This is an optimization exercise on Yosys and OpenROAD, whose aim is small area, not a production implementation. Function was checked by simulation only, so behaviour that the tests miss may differ from the original. Power is estimated from default activity; no workload was simulated.

## flow/design.v (module list and top-level ports; edited modules follow where they fit)
// module ConvFA: 4 lines
// module ConvP1: 3 lines
// module ConvNand: 3 lines
// module ConvNor: 3 lines
// module ConvXor: 3 lines
// module ConvXnor: 3 lines
// module Conv: 989 lines
module Conv(input clock, input reset,
  input [1:0] io_mask_0,
  input [1:0] io_mask_1,
  input [1:0] io_mask_2,
  input [1:0] io_mask_3,
  input [1:0] io_mask_4,
  input [1:0] io_mask_5,
  input [1:0] io_mask_6,
  input [1:0] io_mask_7,
  input [1:0] io_mask_8,
  input [1:0] io_mask_9,
  input [1:0] io_mask_10,
  input [1:0] io_mask_11,
  input [1:0] io_mask_12,
  input [1:0] io_mask_13,
  input [1:0] io_mask_14,
  input [1:0] io_mask_15,
  input [1:0] io_mask_16,
  input [1:0] io_mask_17,
  input [1:0] io_mask_18,
  input [1:0] io_mask_19,
  input [1:0] io_mask_20,
  input [1:0] io_mask_21,
  input [1:0] io_mask_22,
  input [1:0] io_mask_23,
  input [1:0] io_mask_24,
  input [1:0] io_weights_0,
  input [1:0] io_weights_1,
  input [1:0] io_weights_2,
  input [1:0] io_weights_3,
  input [1:0] io_weights_4,
  input [1:0] io_weights_5,
  input [1:0] io_weights_6,
  input [1:0] io_weights_7,
  input [1:0] io_weights_8,
  output [3:0] io_out_0,
  output [3:0] io_out_1,
  output [3:0] io_out_2,
  output [3:0] io_out_3,
  output [3:0] io_out_4,
  output [3:0] io_out_5,
  output [3:0] io_out_6,
  output [3:0] io_out_7,
  output [3:0] io_out_8,
  output [3:0] io_out_9,
  output [3:0] io_out_10,
  output [3:0] io_out_11,
  output [3:0] io_out_12,
  output [3:0] io_out_13,
  output [3:0] io_out_14,
  output [3:0] io_out_15,
  output [3:0] io_out_16,
  output [3:0] io_out_17,
  output [3:0] io_out_18,
  output [3:0] io_out_19,
  output [3:0] io_out_20,
  output [3:0] io_out_21,
  output [3:0] io_out_22,
  output [3:0] io_out_23,
  output [3:0] io_out_24
);
  // ...
==> flow/run.sh <==
#!/bin/bash
# synth_recipe.tcl (not shown) runs the flow's synth.tcl, then flattens the netlist and writes it again
# the make line also repeats each setting of config.mk as NAME=value (left out here)
make -C /OpenROAD-flow-scripts/flow DESIGN_CONFIG=/design/flow/config.mk WORK_HOME=/design/flow/orfs CLKGATE_MAP_FILE= SYNTH_SCRIPT=/design/flow/synth_recipe.tcl finish
==> flow/config.mk <==
export PLATFORM = sky130hd
export DESIGN_NAME = Conv
export DESIGN_NICKNAME = Conv
export VERILOG_FILES = /design/flow/design.v
export SDC_FILE = /design/flow/constraint.sdc
export NUM_CORES = 4
export LEC_CHECK = 0
export CAP_MARGIN = 20
export CORE_MARGIN = 2
export CORE_UTILIZATION = 40
export SLEW_MARGIN = 20
export SYNTH_HIERARCHICAL = 1
==> flow/constraint.sdc <==
create_clock -name core_clock -period 6.5 [get_ports {clock}]
set_input_delay 1.3000 -clock core_clock [delete_from_list [all_inputs] [get_ports {clock}]]
set_output_delay 1.3000 -clock core_clock [all_outputs]
set_load 0.01 [all_outputs]
==> notes.md, run 1 <==
outcome - complete, no violations
NetSw - 737.2 uW
final std cell area, no fill - 0.01210 mm^2
Total Nets Final - 1,241
CP arrival - 4.87 ns
largest class - multi-input combinational cells
CP dominant cell by count - fa_1
Place WS - 1.545 ns
wire per inst - 22.60 um
leading cell types in the layout, fill and taps excluded - xor2_1 (236), nand2_1 (169), a222oi_1 (169), dfxtp_1 (152), clkdlybuf4s50_1 (119)
met2 Use GR - 37.14%
Congestion Overflow GR - 0
buffer share of cell area - 11.33%
top-count cell post-synth - xor2_1
P_int - 1.893 mW
Final Non-Filler Cells - 1,443
switching portion of total power - 28.03%
initial core utilization - 40.60%
Avg Cell Area, Syn - 10.34 um^2
DRC Markers - 0
Seq. pwr - 1.10 mW
yosys warns - 7
final core occ - 49.91%
Async SR Flop Fraction - 0%
Clock Latency Late Sink - 0.43 ns
Sink Count - 152
Max Slew Vio Count - 0
adder-cell share of the synthesized area - 13.01%
nonclk inv count - 25
met3 Usage GRT - 6.379%
relative slew slack - 17.68%
leading cell type in the layout, fill and taps excluded - xor2_1
max-capacitance violation count - 0
total CTS buffers - 17
r2r startpoint - r1$_DFF_P_
Routed met1 length - 13,030 um
TritonCTS clock tree - done
flop2flop setup slack - 2.93 ns
final setup fails - 0
fin crit period - 4.559 ns
hold crit path type - flip-flop to flip-flop
==> inputs of run 2 (changes only) <==
--- a/flow/design.v
+++ b/flow/design.v
@@ -126,18 +126,18 @@
   ConvP1 gn0_5 (.m0(m2[0]), .m1(m2[1]), .x(x[0]), .d1(d1[4]), .d2(d2[4]), .d3(d3[4]), .y(n0_5));
   wire n0_6;
   ConvP1 gn0_6 (.m0(m2[2]), .m1(m2[3]), .x(x[1]), .d1(d1[5]), .d2(d2[5]), .d3(d3[5]), .y(n0_6));
   wire n0_7;
   ConvP1 gn0_7 (.m0(m2[10]), .m1(m2[11]), .x(x[5]), .d1(d1[7]), .d2(d2[7]), .d3(d3[7]), .y(n0_7));
   wire n0_8;
   ConvP1 gn0_8 (.m0(m2[12]), .m1(m2[13]), .x(x[6]), .d1(d1[8]), .d2(d2[8]), .d3(d3[8]), .y(n0_8));
   wire n0_9, n0_10; ConvFA gn0_9 (.a(n0_1), .b(n0_2), .c(n0_3), .s(n0_9), .co(n0_10));
-  wire n0_11, n0_12; ConvXnor gn0_11 (.a(n0_9), .b(n0_4), .y(n0_11)); ConvNor gn0_12 (.a(n0_9), .b(n0_4), .y(n0_12));
-  assign conv[0] = ~n0_11;
+  wire n0_11, n0_12; ConvXor gn0_11 (.a(n0_9), .b(n0_4), .y(n0_11)); ConvNor gn0_12 (.a(n0_9), .b(n0_4), .y(n0_12));
+  assign conv[0] = n0_11;
   wire n0_13; ConvXor gn0_13 (.a(n0_5), .b(n0_6), .y(n0_13));
   wire n0_14; ConvXor gn0_14 (.a(n0_7), .b(n0_8), .y(n0_14));
   wire n0_15; ConvXor gn0_15 (.a(n0_10), .b(n0_12), .y(n0_15));
   wire n0_16; ConvXor gn0_16 (.a(n0_13), .b(n0_14), .y(n0_16));
   wire n0_17; ConvXnor gn0_17 (.a(n0_16), .b(n0_15), .y(n0_17));
   assign conv[1] = n0_17;
   wire n1_1; ConvNand gn1_1 (.a(m2[0]), .b(g0[3]), .y(n1_1));
   wire n1_2; ConvNand gn1_2 (.a(m2[2]), .b(g0[4]), .y(n1_2));
@@ -154,18 +154,18 @@
   wire n1_10;
   ConvP1 gn1_10 (.m0(m2[10]), .m1(m2[11]), .x(x[5]), .d1(d1[6]), .d2(d2[6]), .d3(d3[6]), .y(n1_10));
   wire n1_11;
   ConvP1 gn1_11 (.m0(m2[12]), .m1(m2[13]), .x(x[6]), .d1(d1[7]), .d2(d2[7]), .d3(d3[7]), .y(n1_11));
   wire n1_12;
   ConvP1 gn1_12 (.m0(m2[14]), .m1(m2[15]), .x(x[7]), .d1(d1[8]), .d2(d2[8]), .d3(d3[8]), .y(n1_12));
   wire n1_13, n1_14; ConvFA gn1_13 (.a(n1_1), .b(n1_2), .c(n1_3), .s(n1_13), .co(n1_14));
   wire n1_15, n1_16; ConvFA gn1_15 (.a(n1_4), .b(n1_5), .c(n1_6), .s(n1_15), .co(n1_16));
-  wire n1_17, n1_18; ConvXnor gn1_17 (.a(n1_13), .b(n1_15), .y(n1_17)); ConvNor gn1_18 (.a(n1_13), .b(n1_15), .y(n1_18));
-  assign conv[2] = ~n1_17;
+  wire n1_17, n1_18; ConvXor gn1_17 (.a(n1_13), .b(n1_15), .y(n1_17)); ConvNor gn1_18 (.a(n1_13), .b(n1_15), .y(n1_18));
+  assign conv[2] = n1_17;
   wire n1_19; ConvXor gn1_19 (.a(n1_7), .b(n1_8), .y(n1_19));
   wire n1_20; ConvXor gn1_20 (.a(n1_9), .b(n1_10), .y(n1_20));
   wire n1_21; ConvXor gn1_21 (.a(n1_11), .b(n1_12), .y(n1_21));
   wire n1_22; ConvXor gn1_22 (.a(n1_14), .b(n1_16), .y(n1_22));
   wire n1_23; ConvXor gn1_23 (.a(n1_19), .b(n1_20), .y(n1_23));
   wire n1_24; ConvXor gn1_24 (.a(n1_21), .b(n1_22), .y(n1_24));
   wire n1_25; ConvXor gn1_25 (.a(n1_23), .b(n1_24), .y(n1_25));
   wire n1_26; ConvXor gn1_26 (.a(n1_25), .b(n1_18), .y(n1_26));
@@ -185,18 +185,18 @@
   wire n2_10;
   ConvP1 gn2_10 (.m0(m2[12]), .m1(m2[13]), .x(x[6]), .d1(d1[6]), .d2(d2[6]), .d3(d3[6]), .y(n2_10));
   wire n2_11;
   ConvP1 gn2_11 (.m0(m2[14]), .m1(m2[15]), .x(x[7]), .d1(d1[7]), .d2(d2[7]), .d3(d3[7]), .y(n2_11));
   wire n2_12;
   ConvP1 gn2_12 (.m0(m2[16]), .m1(m2[17]), .x(x[8]), .d1(d1[8]), .d2(d2[8]), .d3(d3[8]), .y(n2_12));
   wire n2_13, n2_14; ConvFA gn2_13 (.a(n2_1), .b(n2_2), .c(n2_3), .s(n2_13), .co(n2_14));
   wire n2_15, n2_16; ConvFA gn2_15 (.a(n2_4), .b(n2_5), .c(n2_6), .s(n2_15), .co(n2_16));
-  wire n2_17, n2_18; ConvXnor gn2_17 (.a(n2_13), .b(n2_15), .y(n2_17)); ConvNor gn2_18 (.a(n2_13), .b(n2_15), .y(n2_18));
-  assign conv[4] = ~n2_17;
+  wire n2_17, n2_18; ConvXor gn2_17 (.a(n2_13), .b(n2_15), .y(n2_17)); ConvNor gn2_18 (.a(n2_13), .b(n2_15), .y(n2_18));
+  assign conv[4] = n2_17;
   wire n2_19; ConvXor gn2_19 (.a(n2_7), .b(n2_8), .y(n2_19));
   wire n2_20; ConvXor gn2_20 (.a(n2_9), .b(n2_10), .y(n2_20));
   wire n2_21; ConvXor gn2_21 (.a(n2_11), .b(n2_12), .y(n2_21));
   wire n2_22; ConvXor gn2_22 (.a(n2_14), .b(n2_16), .y(n2_22));
   wire n2_23; ConvXor gn2_23 (.a(n2_19), .b(n2_20), .y(n2_23));
   wire n2_24; ConvXor gn2_24 (.a(n2_21), .b(n2_22), .y(n2_24));
   wire n2_25; ConvXor gn2_25 (.a(n2_23), .b(n2_24), .y(n2_25));
   wire n2_26; ConvXor gn2_26 (.a(n2_25), .b(n2_18), .y(n2_26));
@@ -216,18 +216,18 @@
   wire n3_10;
   ConvP1 gn3_10 (.m0(m2[14]), .m1(m2[15]), .x(x[7]), .d1(d1[6]), .d2(d2[6]), .d3(d3[6]), .y(n3_10));
   wire n3_11;
   ConvP1 gn3_11 (.m0(m2[16]), .m1(m2[17]), .x(x[8]), .d1(d1[7]), .d2(d2[7]), .d3(d3[7]), .y(n3_11));
   wire n3_12;
   ConvP1 gn3_12 (.m0(m2[18]), .m1(m2[19]), .x(x[9]), .d1(d1[8]), .d2(d2[8]), .d3(d3[8]), .y(n3_12));
   wire n3_13, n3_14; ConvFA gn3_13 (.a(n3_1), .b(n3_2), .c(n3_3), .s(n3_13), .co(n3_14));
   wire n3_15, n3_16; ConvFA gn3_15 (.a(n3_4), .b(n3_5), .c(n3_6), .s(n3_15), .co(n3_16));
-  wire n3_17, n3_18; ConvXnor gn3_17 (.a(n3_13), .b(n3_15), .y(n3_17)); ConvNor gn3_18 (.a(n3_13), .b(n3_15), .y(n3_18));
-  assign conv[6] = ~n3_17;
+  wire n3_17, n3_18; ConvXor gn3_17 (.a(n3_13), .b(n3_15), .y(n3_17)); ConvNor gn3_18 (.a(n3_13), .b(n3_15), .y(n3_18));
+  assign conv[6] = n3_17;
   wire n3_19; ConvXor gn3_19 (.a(n3_7), .b(n3_8), .y(n3_19));
   wire n3_20; ConvXor gn3_20 (.a(n3_9), .b(n3_10), .y(n3_20));
   wire n3_21; ConvXor gn3_21 (.a(n3_11), .b(n3_12), .y(n3_21));
   wire n3_22; ConvXor gn3_22 (.a(n3_14), .b(n3_16), .y(n3_22));
   wire n3_23; ConvXor gn3_23 (.a(n3_19), .b(n3_20), .y(n3_23));
   wire n3_24; ConvXor gn3_24 (.a(n3_21), .b(n3_22), .y(n3_24));
   wire n3_25; ConvXor gn3_25 (.a(n3_23), .b(n3_24), .y(n3_25));
   wire n3_26; ConvXor gn3_26 (.a(n3_25), .b(n3_18), .y(n3_26));
@@ -240,18 +240,18 @@
   ConvP1 gn4_5 (.m0(m2[6]), .m1(m2[7]), .x(x[3]), .d1(d1[3]), .d2(d2[3]), .d3(d3[3]), .y(n4_5));
   wire n4_6;
   ConvP1 gn4_6 (.m0(m2[8]), .m1(m2[9]), .x(x[4]), .d1(d1[4]), .d2(d2[4]), .d3(d3[4]), .y(n4_6));
   wire n4_7;
   ConvP1 gn4_7 (.m0(m2[16]), .m1(m2[17]), .x(x[8]), .d1(d1[6]), .d2(d2[6]), .d3(d3[6]), .y(n4_7));
   wire n4_8;
   ConvP1 gn4_8 (.m0(m2[18]), .m1(m2[19]), .x(x[9]), .d1(d1[7]), .d2(d2[7]), .d3(d3[7]), .y(n4_8));
   wire n4_9, n4_10; ConvFA gn4_9 (.a(n4_1), .b(n4_2), .c(n4_3), .s(n4_9), .co(n4_10));
-  wire n4_11, n4_12; ConvXnor gn4_11 (.a(n4_9), .b(n4_4), .y(n4_11)); ConvNor gn4_12 (.a(n4_9), .b(n4_4), .y(n4_12));
-  assign conv[8] = ~n4_11;
+  wire n4_11, n4_12; ConvXor gn4_11 (.a(n4_9), .b(n4_4), .y(n4_11)); ConvNor gn4_12 (.a(n4_9), .b(n4_4), .y(n4_12));
+  assign conv[8] = n4_11;
   wire n4_13; ConvXor gn4_13 (.a(n4_5), .b(n4_6), .y(n4_13));
   wire n4_14; ConvXor gn4_14 (.a(n4_7), .b(n4_8), .y(n4_14));
   wire n4_15; ConvXor gn4_15 (.a(n4_10), .b(n4_12), .y(n4_15));
   wire n4_16; ConvXor gn4_16 (.a(n4_13), .b(n4_14), .y(n4_16));
   wire n4_17; ConvXnor gn4_17 (.a(n4_16), .b(n4_15), .y(n4_17));
   assign conv[9] = n4_17;
   wire n5_1; ConvNand gn5_1 (.a(m2[0]), .b(g0[1]), .y(n5_1));
   wire n5_2; ConvNand gn5_2 (.a(m2[2]), .b(g0[2]), .y(n5_2));
@@ -268,18 +268,18 @@
   wire n5_10;
   ConvP1 gn5_10 (.m0(m2[12]), .m1(m2[13]), .x(x[6]), .d1(d1[5]), .d2(d2[5]), .d3(d3[5]), .y(n5_10));
   wire n5_11;
   ConvP1 gn5_11 (.m0(m2[20]), .m1(m2[21]), .x(x[10]), .d1(d1[7]), .d2(d2[7]), .d3(d3[7]), .y(n5_11));
   wire n5_12;
   ConvP1 gn5_12 (.m0(m2[22]), .m1(m2[23]), .x(x[11]), .d1(d1[8]), .d2(d2[8]), .d3(d3[8]), .y(n5_12));
   wire n5_13, n5_14; ConvFA gn5_13 (.a(n5_1), .b(n5_2), .c(n5_3), .s(n5_13), .co(n5_14));
   wire n5_15, n5_16; ConvFA gn5_15 (.a(n5_4), .b(n5_5), .c(n5_6), .s(n5_15), .co(n5_16));
-  wire n5_17, n5_18; ConvXnor gn5_17 (.a(n5_13), .b(n5_15), .y(n5_17)); ConvNor gn5_18 (.a(n5_13), .b(n5_15), .y(n5_18));
-  assign conv[10] = ~n5_17;
+  wire n5_17, n5_18; ConvXor gn5_17 (.a(n5_13), .b(n5_15), .y(n5_17)); ConvNor gn5_18 (.a(n5_13), .b(n5_15), .y(n5_18));
+  assign conv[10] = n5_17;
   wire n5_19; ConvXor gn5_19 (.a(n5_7), .b(n5_8), .y(n5_19));
   wire n5_20; ConvXor gn5_20 (.a(n5_9), .b(n5_10), .y(n5_20));
   wire n5_21; ConvXor gn5_21 (.a(n5_11), .b(n5_12), .y(n5_21));
   wire n5_22; ConvXor gn5_22 (.a(n5_14), .b(n5_16), .y(n5_22));
   wire n5_23; ConvXor gn5_23 (.a(n5_19), .b(n5_20), .y(n5_23));
   wire n5_24; ConvXor gn5_24 (.a(n5_21), .b(n5_22), .y(n5_24));
   wire n5_25; ConvXor gn5_25 (.a(n5_23), .b(n5_24), .y(n5_25));
   wire n5_26; ConvXor gn5_26 (.a(n5_25), .b(n5_18), .y(n5_26));
@@ -434,18 +434,18 @@
   wire n9_10;
   ConvP1 gn9_10 (.m0(m2[18]), .m1(m2[19]), .x(x[9]), .d1(d1[4]), .d2(d2[4]), .d3(d3[4]), .y(n9_10));
   wire n9_11;
   ConvP1 gn9_11 (.m0(m2[26]), .m1(m2[27]), .x(x[13]), .d1(d1[6]), .d2(d2[6]), .d3(d3[6]), .y(n9_11));
   wire n9_12;
   ConvP1 gn9_12 (.m0(m2[28]), .m1(m2[29]), .x(x[14]), .d1(d1[7]), .d2(d2[7]), .d3(d3[7]), .y(n9_12));
   wire n9_13, n9_14; ConvFA gn9_13 (.a(n9_1), .b(n9_2), .c(n9_3), .s(n9_13), .co(n9_14));
   wire n9_15, n9_16; ConvFA gn9_15 (.a(n9_4), .b(n9_5), .c(n9_6), .s(n9_15), .co(n9_16));
-  wire n9_17, n9_18; ConvXnor gn9_17 (.a(n9_13), .b(n9_15), .y(n9_17)); ConvNor gn9_18 (.a(n9_13), .b(n9_15), .y(n9_18));
-  assign conv[18] = ~n9_17;
+  wire n9_17, n9_18; ConvXor gn9_17 (.a(n9_13), .b(n9_15), .y(n9_17)); ConvNor gn9_18 (.a(n9_13), .b(n9_15), .y(n9_18));
+  assign conv[18] = n9_17;
   wire n9_19; ConvXor gn9_19 (.a(n9_7), .b(n9_8), .y(n9_19));
   wire n9_20; ConvXor gn9_20 (.a(n9_9), .b(n9_10), .y(n9_20));
   wire n9_21; ConvXor gn9_21 (.a(n9_11), .b(n9_12), .y(n9_21));
   wire n9_22; ConvXor gn9_22 (.a(n9_14), .b(n9_16), .y(n9_22));
   wire n9_23; ConvXor gn9_23 (.a(n9_19), .b(n9_20), .y(n9_23));
   wire n9_24; ConvXor gn9_24 (.a(n9_21), .b(n9_22), .y(n9_24));
   wire n9_25; ConvXor gn9_25 (.a(n9_23), .b(n9_24), .y(n9_25));
   wire n9_26; ConvXor gn9_26 (.a(n9_25), .b(n9_18), .y(n9_26));
@@ -465,18 +465,18 @@
   wire n10_10;
   ConvP1 gn10_10 (.m0(m2[22]), .m1(m2[23]), .x(x[11]), .d1(d1[5]), .d2(d2[5]), .d3(d3[5]), .y(n10_10));
   wire n10_11;
   ConvP1 gn10_11 (.m0(m2[30]), .m1(m2[31]), .x(x[15]), .d1(d1[7]), .d2(d2[7]), .d3(d3[7]), .y(n10_11));
   wire n10_12;
   ConvP1 gn10_12 (.m0(m2[32]), .m1(m2[33]), .x(x[16]), .d1(d1[8]), .d2(d2[8]), .d3(d3[8]), .y(n10_12));
   wire n10_13, n10_14; ConvFA gn10_13 (.a(n10_1), .b(n10_2), .c(n10_3), .s(n10_13), .co(n10_14));
   wire n10_15, n10_16; ConvFA gn10_15 (.a(n10_4), .b(n10_5), .c(n10_6), .s(n10_15), .co(n10_16));
-  wire n10_17, n10_18; ConvXnor gn10_17 (.a(n10_13), .b(n10_15), .y(n10_17)); ConvNor gn10_18 (.a(n10_13), .b(n10_15), .y(n10_18));
-  assign conv[20] = ~n10_17;
+  wire n10_17, n10_18; ConvXor gn10_17 (.a(n10_13), .b(n10_15), .y(n10_17)); ConvNor gn10_18 (.a(n10_13), .b(n10_15), .y(n10_18));
+  assign conv[20] = n10_17;
   wire n10_19; ConvXor gn10_19 (.a(n10_7), .b(n10_8), .y(n10_19));
   wire n10_20; ConvXor gn10_20 (.a(n10_9), .b(n10_10), .y(n10_20));
   wire n10_21; ConvXor gn10_21 (.a(n10_11), .b(n10_12), .y(n10_21));
   wire n10_22; ConvXor gn10_22 (.a(n10_14), .b(n10_16), .y(n10_22));
   wire n10_23; ConvXor gn10_23 (.a(n10_19), .b(n10_20), .y(n10_23));
   wire n10_24; ConvXor gn10_24 (.a(n10_21), .b(n10_22), .y(n10_24));
   wire n10_25; ConvXor gn10_25 (.a(n10_23), .b(n10_24), .y(n10_25));
   wire n10_26; ConvXor gn10_26 (.a(n10_25), .b(n10_18), .y(n10_26));
@@ -631,18 +631,18 @@
   wire n14_10;
   ConvP1 gn14_10 (.m0(m2[28]), .m1(m2[29]), .x(x[14]), .d1(d1[4]), .d2(d2[4]), .d3(d3[4]), .y(n14_10));
   wire n14_11;
   ConvP1 gn14_11 (.m0(m2[36]), .m1(m2[37]), .x(x[18]), .d1(d1[6]), .d2(d2[6]), .d3(d3[6]), .y(n14_11));
   wire n14_12;
   ConvP1 gn14_12 (.m0(m2[38]), .m1(m2[39]), .x(x[19]), .d1(d1[7]), .d2(d2[7]), .d3(d3[7]), .y(n14_12));
   wire n14_13, n14_14; ConvFA gn14_13 (.a(n14_1), .b(n14_2), .c(n14_3), .s(n14_13), .co(n14_14));
   wire n14_15, n14_16; ConvFA gn14_15 (.a(n14_4), .b(n14_5), .c(n14_6), .s(n14_15), .co(n14_16));
-  wire n14_17, n14_18; ConvXnor gn14_17 (.a(n14_13), .b(n14_15), .y(n14_17)); ConvNor gn14_18 (.a(n14_13), .b(n14_15), .y(n14_18));
-  assign conv[28] = ~n14_17;
+  wire n14_17, n14_18; ConvXor gn14_17 (.a(n14_13), .b(n14_15), .y(n14_17)); ConvNor gn14_18 (.a(n14_13), .b(n14_15), .y(n14_18));
+  assign conv[28] = n14_17;
   wire n14_19; ConvXor gn14_19 (.a(n14_7), .b(n14_8), .y(n14_19));
   wire n14_20; ConvXor gn14_20 (.a(n14_9), .b(n14_10), .y(n14_20));
   wire n14_21; ConvXor gn14_21 (.a(n14_11), .b(n14_12), .y(n14_21));
   wire n14_22; ConvXor gn14_22 (.a(n14_14), .b(n14_16), .y(n14_22));
   wire n14_23; ConvXor gn14_23 (.a(n14_19), .b(n14_20), .y(n14_23));
   wire n14_24; ConvXor gn14_24 (.a(n14_21), .b(n14_22), .y(n14_24));
   wire n14_25; ConvXor gn14_25 (.a(n14_23), .b(n14_24), .y(n14_25));
   wire n14_26; ConvXor gn14_26 (.a(n14_25), .b(n14_18), .y(n14_26));
@@ -662,18 +662,18 @@
   wire n15_10;
   ConvP1 gn15_10 (.m0(m2[32]), .m1(m2[33]), .x(x[16]), .d1(d1[5]), .d2(d2[5]), .d3(d3[5]), .y(n15_10));
   wire n15_11;
   ConvP1 gn15_11 (.m0(m2[40]), .m1(m2[41]), .x(x[20]), .d1(d1[7]), .d2(d2[7]), .d3(d3[7]), .y(n15_11));
   wire n15_12;
   ConvP1 gn15_12 (.m0(m2[42]), .m1(m2[43]), .x(x[21]), .d1(d1[8]), .d2(d2[8]), .d3(d3[8]), .y(n15_12));
   wire n15_13, n15_14; ConvFA gn15_13 (.a(n15_1), .b(n15_2), .c(n15_3), .s(n15_13), .co(n15_14));
   wire n15_15, n15_16; ConvFA gn15_15 (.a(n15_4), .b(n15_5), .c(n15_6), .s(n15_15), .co(n15_16));
-  wire n15_17, n15_18; ConvXnor gn15_17 (.a(n15_13), .b(n15_15), .y(n15_17)); ConvNor gn15_18 (.a(n15_13), .b(n15_15), .y(n15_18));
-  assign conv[30] = ~n15_17;
+  wire n15_17, n15_18; ConvXor gn15_17 (.a(n15_13), .b(n15_15), .y(n15_17)); ConvNor gn15_18 (.a(n15_13), .b(n15_15), .y(n15_18));
+  assign conv[30] = n15_17;
   wire n15_19; ConvXor gn15_19 (.a(n15_7), .b(n15_8), .y(n15_19));
   wire n15_20; ConvXor gn15_20 (.a(n15_9), .b(n15_10), .y(n15_20));
   wire n15_21; ConvXor gn15_21 (.a(n15_11), .b(n15_12), .y(n15_21));
   wire n15_22; ConvXor gn15_22 (.a(n15_14), .b(n15_16), .y(n15_22));
   wire n15_23; ConvXor gn15_23 (.a(n15_19), .b(n15_20), .y(n15_23));
   wire n15_24; ConvXor gn15_24 (.a(n15_21), .b(n15_22), .y(n15_24));
   wire n15_25; ConvXor gn15_25 (.a(n15_23), .b(n15_24), .y(n15_25));
   wire n15_26; ConvXor gn15_26 (.a(n15_25), .b(n15_18), .y(n15_26));
@@ -828,18 +828,18 @@
   wire n19_10;
   ConvP1 gn19_10 (.m0(m2[38]), .m1(m2[39]), .x(x[19]), .d1(d1[4]), .d2(d2[4]), .d3(d3[4]), .y(n19_10));
   wire n19_11;
   ConvP1 gn19_11 (.m0(m2[46]), .m1(m2[47]), .x(x[23]), .d1(d1[6]), .d2(d2[6]), .d3(d3[6]), .y(n19_11));
   wire n19_12;
   ConvP1 gn19_12 (.m0(m2[48]), .m1(m2[49]), .x(x[24]), .d1(d1[7]), .d2(d2[7]), .d3(d3[7]), .y(n19_12));
   wire n19_13, n19_14; ConvFA gn19_13 (.a(n19_1), .b(n19_2), .c(n19_3), .s(n19_13), .co(n19_14));
   wire n19_15, n19_16; ConvFA gn19_15 (.a(n19_4), .b(n19_5), .c(n19_6), .s(n19_15), .co(n19_16));
-  wire n19_17, n19_18; ConvXnor gn19_17 (.a(n19_13), .b(n19_15), .y(n19_17)); ConvNor gn19_18 (.a(n19_13), .b(n19_15), .y(n19_18));
-  assign conv[38] = ~n19_17;
+  wire n19_17, n19_18; ConvXor gn19_17 (.a(n19_13), .b(n19_15), .y(n19_17)); ConvNor gn19_18 (.a(n19_13), .b(n19_15), .y(n19_18));
+  assign conv[38] = n19_17;
   wire n19_19; ConvXor gn19_19 (.a(n19_7), .b(n19_8), .y(n19_19));
   wire n19_20; ConvXor gn19_20 (.a(n19_9), .b(n19_10), .y(n19_20));
   wire n19_21; ConvXor gn19_21 (.a(n19_11), .b(n19_12), .y(n19_21));
   wire n19_22; ConvXor gn19_22 (.a(n19_14), .b(n19_16), .y(n19_22));
   wire n19_23; ConvXor gn19_23 (.a(n19_19), .b(n19_20), .y(n19_23));
   wire n19_24; ConvXor gn19_24 (.a(n19_21), .b(n19_22), .y(n19_24));
   wire n19_25; ConvXor gn19_25 (.a(n19_23), .b(n19_24), .y(n19_25));
   wire n19_26; ConvXor gn19_26 (.a(n19_25), .b(n19_18), .y(n19_26));
@@ -852,18 +852,18 @@
   ConvP1 gn20_5 (.m0(m2[30]), .m1(m2[31]), .x(x[15]), .d1(d1[1]), .d2(d2[1]), .d3(d3[1]), .y(n20_5));
   wire n20_6;
   ConvP1 gn20_6 (.m0(m2[32]), .m1(m2[33]), .x(x[16]), .d1(d1[2]), .d2(d2[2]), .d3(d3[2]), .y(n20_6));
   wire n20_7;
   ConvP1 gn20_7 (.m0(m2[40]), .m1(m2[41]), .x(x[20]), .d1(d1[4]), .d2(d2[4]), .d3(d3[4]), .y(n20_7));
   wire n20_8;
   ConvP1 gn20_8 (.m0(m2[42]), .m1(m2[43]), .x(x[21]), .d1(d1[5]), .d2(d2[5]), .d3(d3[5]), .y(n20_8));
   wire n20_9, n20_10; ConvFA gn20_9 (.a(n20_1), .b(n20_2), .c(n20_3), .s(n20_9), .co(n20_10));
-  wire n20_11, n20_12; ConvXnor gn20_11 (.a(n20_9), .b(n20_4), .y(n20_11)); ConvNor gn20_12 (.a(n20_9), .b(n20_4), .y(n20_12));
-  assign conv[40] = ~n20_11;
+  wire n20_11, n20_12; ConvXor gn20_11 (.a(n20_9), .b(n20_4), .y(n20_11)); ConvNor gn20_12 (.a(n20_9), .b(n20_4), .y(n20_12));
+  assign conv[40] = n20_11;
   wire n20_13; ConvXor gn20_13 (.a(n20_5), .b(n20_6), .y(n20_13));
   wire n20_14; ConvXor gn20_14 (.a(n20_7), .b(n20_8), .y(n20_14));
   wire n20_15; ConvXor gn20_15 (.a(n20_10), .b(n20_12), .y(n20_15));
   wire n20_16; ConvXor gn20_16 (.a(n20_13), .b(n20_14), .y(n20_16));
   wire n20_17; ConvXnor gn20_17 (.a(n20_16), .b(n20_15), .y(n20_17));
   assign conv[41] = n20_17;
   wire n21_1; ConvNand gn21_1 (.a(m2[30]), .b(g0[0]), .y(n21_1));
   wire n21_2; ConvNand gn21_2 (.a(m2[32]), .b(g0[1]), .y(n21_2));
@@ -880,18 +880,18 @@
   wire n21_10;
   ConvP1 gn21_10 (.m0(m2[40]), .m1(m2[41]), .x(x[20]), .d1(d1[3]), .d2(d2[3]), .d3(d3[3]), .y(n21_10));
   wire n21_11;
   ConvP1 gn21_11 (.m0(m2[42]), .m1(m2[43]), .x(x[21]), .d1(d1[4]), .d2(d2[4]), .d3(d3[4]), .y(n21_11));
   wire n21_12;
   ConvP1 gn21_12 (.m0(m2[44]), .m1(m2[45]), .x(x[22]), .d1(d1[5]), .d2(d2[5]), .d3(d3[5]), .y(n21_12));
   wire n21_13, n21_14; ConvFA gn21_13 (.a(n21_1), .b(n21_2), .c(n21_3), .s(n21_13), .co(n21_14));
   wire n21_15, n21_16; ConvFA gn21_15 (.a(n21_4), .b(n21_5), .c(n21_6), .s(n21_15), .co(n21_16));
-  wire n21_17, n21_18; ConvXnor gn21_17 (.a(n21_13), .b(n21_15), .y(n21_17)); ConvNor gn21_18 (.a(n21_13), .b(n21_15), .y(n21_18));
-  assign conv[42] = ~n21_17;
+  wire n21_17, n21_18; ConvXor gn21_17 (.a(n21_13), .b(n21_15), .y(n21_17)); ConvNor gn21_18 (.a(n21_13), .b(n21_15), .y(n21_18));
+  assign conv[42] = n21_17;
   wire n21_19; ConvXor gn21_19 (.a(n21_7), .b(n21_8), .y(n21_19));
   wire n21_20; ConvXor gn21_20 (.a(n21_9), .b(n21_10), .y(n21_20));
   wire n21_21; ConvXor gn21_21 (.a(n21_11), .b(n21_12), .y(n21_21));
   wire n21_22; ConvXor gn21_22 (.a(n21_14), .b(n21_16), .y(n21_22));
   wire n21_23; ConvXor gn21_23 (.a(n21_19), .b(n21_20), .y(n21_23));
   wire n21_24; ConvXor gn21_24 (.a(n21_21), .b(n21_22), .y(n21_24));
   wire n21_25; ConvXor gn21_25 (.a(n21_23), .b(n21_24), .y(n21_25));
   wire n21_26; ConvXor gn21_26 (.a(n21_25), .b(n21_18), .y(n21_26));
@@ -911,18 +911,18 @@
   wire n22_10;
   ConvP1 gn22_10 (.m0(m2[42]), .m1(m2[43]), .x(x[21]), .d1(d1[3]), .d2(d2[3]), .d3(d3[3]), .y(n22_10));
   wire n22_11;
   ConvP1 gn22_11 (.m0(m2[44]), .m1(m2[45]), .x(x[22]), .d1(d1[4]), .d2(d2[4]), .d3(d3[4]), .y(n22_11));
   wire n22_12;
   ConvP1 gn22_12 (.m0(m2[46]), .m1(m2[47]), .x(x[23]), .d1(d1[5]), .d2(d2[5]), .d3(d3[5]), .y(n22_12));
   wire n22_13, n22_14; ConvFA gn22_13 (.a(n22_1), .b(n22_2), .c(n22_3), .s(n22_13), .co(n22_14));
   wire n22_15, n22_16; ConvFA gn22_15 (.a(n22_4), .b(n22_5), .c(n22_6), .s(n22_15), .co(n22_16));
-  wire n22_17, n22_18; ConvXnor gn22_17 (.a(n22_13), .b(n22_15), .y(n22_17)); ConvNor gn22_18 (.a(n22_13), .b(n22_15), .y(n22_18));
-  assign conv[44] = ~n22_17;
+  wire n22_17, n22_18; ConvXor gn22_17 (.a(n22_13), .b(n22_15), .y(n22_17)); ConvNor gn22_18 (.a(n22_13), .b(n22_15), .y(n22_18));
+  assign conv[44] = n22_17;
   wire n22_19; ConvXor gn22_19 (.a(n22_7), .b(n22_8), .y(n22_19));
   wire n22_20; ConvXor gn22_20 (.a(n22_9), .b(n22_10), .y(n22_20));
   wire n22_21; ConvXor gn22_21 (.a(n22_11), .b(n22_12), .y(n22_21));
   wire n22_22; ConvXor gn22_22 (.a(n22_14), .b(n22_16), .y(n22_22));
   wire n22_23; ConvXor gn22_23 (.a(n22_19), .b(n22_20), .y(n22_23));
   wire n22_24; ConvXor gn22_24 (.a(n22_21), .b(n22_22), .y(n22_24));
   wire n22_25; ConvXor gn22_25 (.a(n22_23), .b(n22_24), .y(n22_25));
   wire n22_26; ConvXor gn22_26 (.a(n22_25), .b(n22_18), .y(n22_26));
@@ -942,18 +942,18 @@
   wire n23_10;
   ConvP1 gn23_10 (.m0(m2[44]), .m1(m2[45]), .x(x[22]), .d1(d1[3]), .d2(d2[3]), .d3(d3[3]), .y(n23_10));
   wire n23_11;
   ConvP1 gn23_11 (.m0(m2[46]), .m1(m2[47]), .x(x[23]), .d1(d1[4]), .d2(d2[4]), .d3(d3[4]), .y(n23_11));
   wire n23_12;
   ConvP1 gn23_12 (.m0(m2[48]), .m1(m2[49]), .x(x[24]), .d1(d1[5]), .d2(d2[5]), .d3(d3[5]), .y(n23_12));
   wire n23_13, n23_14; ConvFA gn23_13 (.a(n23_1), .b(n23_2), .c(n23_3), .s(n23_13), .co(n23_14));
   wire n23_15, n23_16; ConvFA gn23_15 (.a(n23_4), .b(n23_5), .c(n23_6), .s(n23_15), .co(n23_16));
-  wire n23_17, n23_18; ConvXnor gn23_17 (.a(n23_13), .b(n23_15), .y(n23_17)); ConvNor gn23_18 (.a(n23_13), .b(n23_15), .y(n23_18));
-  assign conv[46] = ~n23_17;
+  wire n23_17, n23_18; ConvXor gn23_17 (.a(n23_13), .b(n23_15), .y(n23_17)); ConvNor gn23_18 (.a(n23_13), .b(n23_15), .y(n23_18));
+  assign conv[46] = n23_17;
   wire n23_19; ConvXor gn23_19 (.a(n23_7), .b(n23_8), .y(n23_19));
   wire n23_20; ConvXor gn23_20 (.a(n23_9), .b(n23_10), .y(n23_20));
   wire n23_21; ConvXor gn23_21 (.a(n23_11), .b(n23_12), .y(n23_21));
   wire n23_22; ConvXor gn23_22 (.a(n23_14), .b(n23_16), .y(n23_22));
   wire n23_23; ConvXor gn23_23 (.a(n23_19), .b(n23_20), .y(n23_23));
   wire n23_24; ConvXor gn23_24 (.a(n23_21), .b(n23_22), .y(n23_24));
   wire n23_25; ConvXor gn23_25 (.a(n23_23), .b(n23_24), .y(n23_25));
   wire n23_26; ConvXor gn23_26 (.a(n23_25), .b(n23_18), .y(n23_26));
@@ -966,18 +966,18 @@
   ConvP1 gn24_5 (.m0(m2[36]), .m1(m2[37]), .x(x[18]), .d1(d1[0]), .d2(d2[0]), .d3(d3[0]), .y(n24_5));
   wire n24_6;
   ConvP1 gn24_6 (.m0(m2[38]), .m1(m2[39]), .x(x[19]), .d1(d1[1]), .d2(d2[1]), .d3(d3[1]), .y(n24_6));
   wire n24_7;
   ConvP1 gn24_7 (.m0(m2[46]), .m1(m2[47]), .x(x[23]), .d1(d1[3]), .d2(d2[3]), .d3(d3[3]), .y(n24_7));
   wire n24_8;
   ConvP1 gn24_8 (.m0(m2[48]), .m1(m2[49]), .x(x[24]), .d1(d1[4]), .d2(d2[4]), .d3(d3[4]), .y(n24_8));
   wire n24_9, n24_10; ConvFA gn24_9 (.a(n24_1), .b(n24_2), .c(n24_3), .s(n24_9), .co(n24_10));
-  wire n24_11, n24_12; ConvXnor gn24_11 (.a(n24_9), .b(n24_4), .y(n24_11)); ConvNor gn24_12 (.a(n24_9), .b(n24_4), .y(n24_12));
-  assign conv[48] = ~n24_11;
+  wire n24_11, n24_12; ConvXor gn24_11 (.a(n24_9), .b(n24_4), .y(n24_11)); ConvNor gn24_12 (.a(n24_9), .b(n24_4), .y(n24_12));
+  assign conv[48] = n24_11;
   wire n24_13; ConvXor gn24_13 (.a(n24_5), .b(n24_6), .y(n24_13));
   wire n24_14; ConvXor gn24_14 (.a(n24_7), .b(n24_8), .y(n24_14));
   wire n24_15; ConvXor gn24_15 (.a(n24_10), .b(n24_12), .y(n24_15));
   wire n24_16; ConvXor gn24_16 (.a(n24_13), .b(n24_14), .y(n24_16));
   wire n24_17; ConvXnor gn24_17 (.a(n24_16), .b(n24_15), .y(n24_17));
   assign conv[49] = n24_17;
   always @(posedge clock) begin m1<=mask; m2<=m1; r1<=reset; r2<=r1; res<=conv; end
   assign io_out_0 = {2'b00, res[1:0]};
==> flow/flow/run.sh (new file) <==
#!/bin/bash
# The standard layout with three changes: ports are buffered with the smallest buffer
# (buf_1); the clock tree is built from clkbuf_8 without dummy loads; and the constant-0
# outputs share the one tie cell synthesis made instead of getting a tie cell each.
# make's full output goes to standard_make.log here; ORFS keeps each step's log in orfs/logs.
set -euo pipefail
bash standard.sh \
  "BUFFER_PORTS_ARGS=-buffer_cell sky130_fd_sc_hd__buf_1" \
  "CTS_ARGS=-sink_clustering_enable -repair_clock_nets -buf_list sky130_fd_sc_hd__clkbuf_8 -dont_use_dummy_load" \
  SKIP_REPAIR_TIE_FANOUT=1 \
  finish > standard_make.log 2>&1
==> flow/standard.sh (new file) <==
#!/bin/bash
# synth_recipe.tcl (not shown) runs the flow's synth.tcl, then flattens the netlist and writes it again
# the make line also repeats each setting of config.mk as NAME=value (left out here)
make -C /OpenROAD-flow-scripts/flow DESIGN_CONFIG=/design/flow/config.mk WORK_HOME=/design/flow/orfs CLKGATE_MAP_FILE= SYNTH_SCRIPT=/design/flow/synth_recipe.tcl "${@:-finish}"
removed: flow/run.sh
==> run 2 against run 1 <==
Net effect:
- synthesized cell count is 1.7% lower
- combinational power fell by about 20%
- worst hold slack got worse by 0.011 ns
- still clean on timing, DRC and antenna
- routed wire length is 2.1% lower
- non-clock buffer count decreased by 1
- largest power group unchanged
==> notes.md, run 2 <==
outcome - complete, no violations
final std cell area, no fill - 0.01073 mm^2 (-11%)
f_max - 0.2392 GHz
DP HPWL - 18,910 um
CP max FO - 18
Sink Count - 152 (unchanged)
Layout area overhead - 9.668%
Avg Cell Area, Syn - 10.45 um^2 (+1.1%)
Max Slew Vio Count - 0 (unchanged)
global-route wire length before repair - 47,730 um
wire per inst - 23.43 um (+3.7%)
DR vias/cell - 6.217
Synth cell types - 18
Synth area leaders - dfxtp_1 (31%), xor2_1 (23%), a222oi_1 (17%), fa_1 (13%), nand2_1 (6.5%)
GP Congestion - 0.8489
most common flop cell mapped by yosys - dfxtp_1
DRC Markers - 0 (unchanged)
Die Span Y - 160.4 um
maximum clock insertion buffer count - 2
initial core utilization - 40.47% (-0.13 points)
1st-pass router iterations - 14
dpl cells - 1,343
Yosys top cell by area - dfxtp_1
slowest CP cell - and2_1
Worst Path Required - 6.82 ns
Pwr Density - 188.4 mW/mm^2
Total Nets Final - 1,175 (-5.3%)
layout cells sized above 1 - 5.197%
fill count - 2,422
synthesized netlist cell count - 936
antenna-violating nets left - 0
Worst Hold Depth - 0
nature of the critical path startpoint - input pin
relative slew slack - 18.71% (+1.0 points)
leading cell type in the layout, fill and taps excluded - xor2_1
H-tree lvl count - 4
Diodes inserted - 0
initial DRC count - 2,153
CP arrival - 4.50 ns (-0.37 ns)
endpoints failing hold - 0
highest ir drop seen on vdd - 0.09615 mV
Largest regs - m1 x50, m2 x50, res x50
leading cell types in the layout, fill and taps excluded - xor2_1 (252), nand2_1 (169), a222oi_1 (169), dfxtp_1 (152), buf_1 (119)
TritonCTS clock tree - done
initial antenna violation count - 0
clock-pin slew on the worst setup and hold paths - 0.08 ns
total track usage - 24.16%
Congestion Overflow GR - 0 (unchanged)
max-capacitance violation count - 0 (unchanged)
Die X - 160.4 um
Crit. End Element - flip-flop
Core Area - 0.02418 mm^2
Routed met1 length - 12,670 um (-2.8%)
vias in the first global route - 8,351
fin crit share - 64.33%
die area - 0.02573 mm^2
Final Non-Filler Cells - 1,363 (-5.5%)
hold crit path type - flip-flop to flip-flop
I/O pins - 170
Root Buffer - clkbuf_8
PortBufs - 119
R2R depth - 7
CP max stage delay - 0.87 ns
Async SR Flop Fraction - 0% (unchanged)
slew of the pin with the lowest slew margin - 1.218 ns
post-synthesis sequential area ratio - 31.10%
Yosys reg bits - 152
RSZ-0062 raised after global routing - false
Place WS - 1.880 ns (+0.3344 ns)
top-count cell post-synth - xor2_1
total CTS buffers - 17 (unchanged)
postcts setup bufs - 0
top-area cell type share of the netlist area - 31.10%
cts hold-fix bufs - 0
routed vias - 8,474
largest net degree at the start of global routing - 51
fin worst setup slack - 2.319 ns
length of routed met2 wiring - 14,150 um
EDFF count, synth - 0
Top Layer Used - met4
Netlist Area Pre-Place - 0.009784 mm^2
yosys warns - 7 (unchanged)
critical path, cell by cell - buf_1 -> nor3_2 -> and2_1 -> nand2_1 -> fa_1 -> fa_1 -> xor2_1 -> xnor2_1
final setup fails - 0 (unchanged)
row cnt - 57
placed cell area - 0.01046 mm^2
Crit Path Class - input pin to flip-flop
CP dominant cell by count - fa_1
post-cts repair resize count - 0
setup TNS - 0 ns
fin crit period - 4.181 ns (-0.3777 ns)
clock skew - 0.02452 ns
Clock Latency Late Sink - 0.46 ns (+0.03 ns)
met3 WL - 4053 um
Routed WL - 31,930 um
Overall Power - 2.022 mW
most common library cells after synthesis - xor2_1 (252), a222oi_1 (169), nand2_1 (169), dfxtp_1 (152), fa_1 (64)
Static Leak - 3.585 nW
==> run 2: final timing paths <==
kind	from	to	slack, ns
worst min register to register	m1[49]$_DFF_P_	m2[49]$_DFF_P_	0.31
worst max register to register	r1$_DFF_P_	res[25]$_DFF_P_	2.93
worst max-delay path	reset	res[25]$_DFF_P_	2.32
worst min-delay path	m1[49]$_DFF_P_	m2[49]$_DFF_P_	0.31
==> run 2: per-stage QoR <==
| stage | hold WS [ns] | util, % |
|---|---|---|
| floorplan | 0.3096 | - |
| global placement | 0.3107 | 43.19 |
| detailed placement | 0.3121 | 43.24 |
| CTS | 0.3080 | 44.21 |
| global route | 0.3239 | 44.38 |
| finish | 0.3092 | 44.38 |
==> run 2: where the power goes <==
group / switching (mW) / internal [mW] / total, mW / leakage, nW
logic: 0.253 / 0.138 / 0.391 / 2.19
registers: 0.0741 / 1.02 / 1.09 / 1.28
clock network: 0.308 / 0.231 / 0.539 / 0.122
==> run 2: area by class of cell <==
cell class,instances,area [um^2],area share [%]
Sequential cell,152,3043,28.36
Inverter,9,33.78,0.3148
Multi-Input combinational cell,722,6395,59.60
Tap cell,324,405.4,3.778
Timing Repair Buffer,139,619.3,5.772
Clock buffer,17,234.0,2.180
==> run 2: Yosys stat by module (local to each module, per instance) <==
| module | flops+latches | cells |
|---|---|---|
| ConvP1 | 0 | 1 |
| ConvFA | 0 | 1 |
| ConvXnor | 0 | 1 |
| ConvNor | 0 | 1 |
| Conv | 152 | 253 |
| ConvNand | 0 | 1 |
| ConvXor | 0 | 1 |
==> run 2: cell families (layout without fill, tap and decap cells) <==
kind of cell / count (synthesis) / in the layout / synth area share, %
compound gates: 169 / 169 / 17.29
xor+xnor: 265 / 265 / 23.72
fa+ha+maj: 64 / 64 / 13.09
buf+inv: 62 / 165 / 4.450
flops: 152 / 152 / 31.10
other cells: 1 / 1 / 0.03833
simple gates: 223 / 223 / 10.31
==> run 2: metal layers <==
| metal | vias up | track usage, % |
|---|---|---|
| met1 | 4052 | 33.46 |
| met3 | 97 | 5.449 |
| li1 | 3660 | - |
| met4 | 0 | 9.746 |
| met2 | 665 | 36.54 |
| met5 | - | 0 |
==> run 2: worst max-delay path, delay by kind of cell <==
family	cells	cell delay, ns
AND/OR/NAND/NOR	3	1.77
XOR/XNOR	2	0.31
buffers and inverters	1	0.10
adder cells (fa/ha/maj)	2	1.01

-- re-timing with driven ports --
Ports are ideal in the flow. The routed layouts listed here were re-timed in OpenROAD.
Step 1: set_driving_cell puts a clkbuf_16 on clock and a buf_2 on each other input, an assumption about the parent block.
Step 2 times the ports against the registers' clock, not the clock port: input delays grow and output delays shrink by t, the midpoint of the rising clock arrivals with the driver on.
Slacks: ideal / step 1 / step 2; pairs: ideal / step 1.
run	shift t [ns]	setup WS [ns]	worst setup path at the end	worst register clock-pin slew, ns
run 1	0.472	1.941 / 1.963 / 1.491	input to register	0.07 / 0.07
run 2	0.487	2.319 / 2.343 / 1.856	input to register	0.09 / 0.09
After both steps setup and hold are still met in every run listed. For run 2, which loses most, drivers alone change the setup slack by +0.024 ns; drivers and shift together by -0.463 ns.
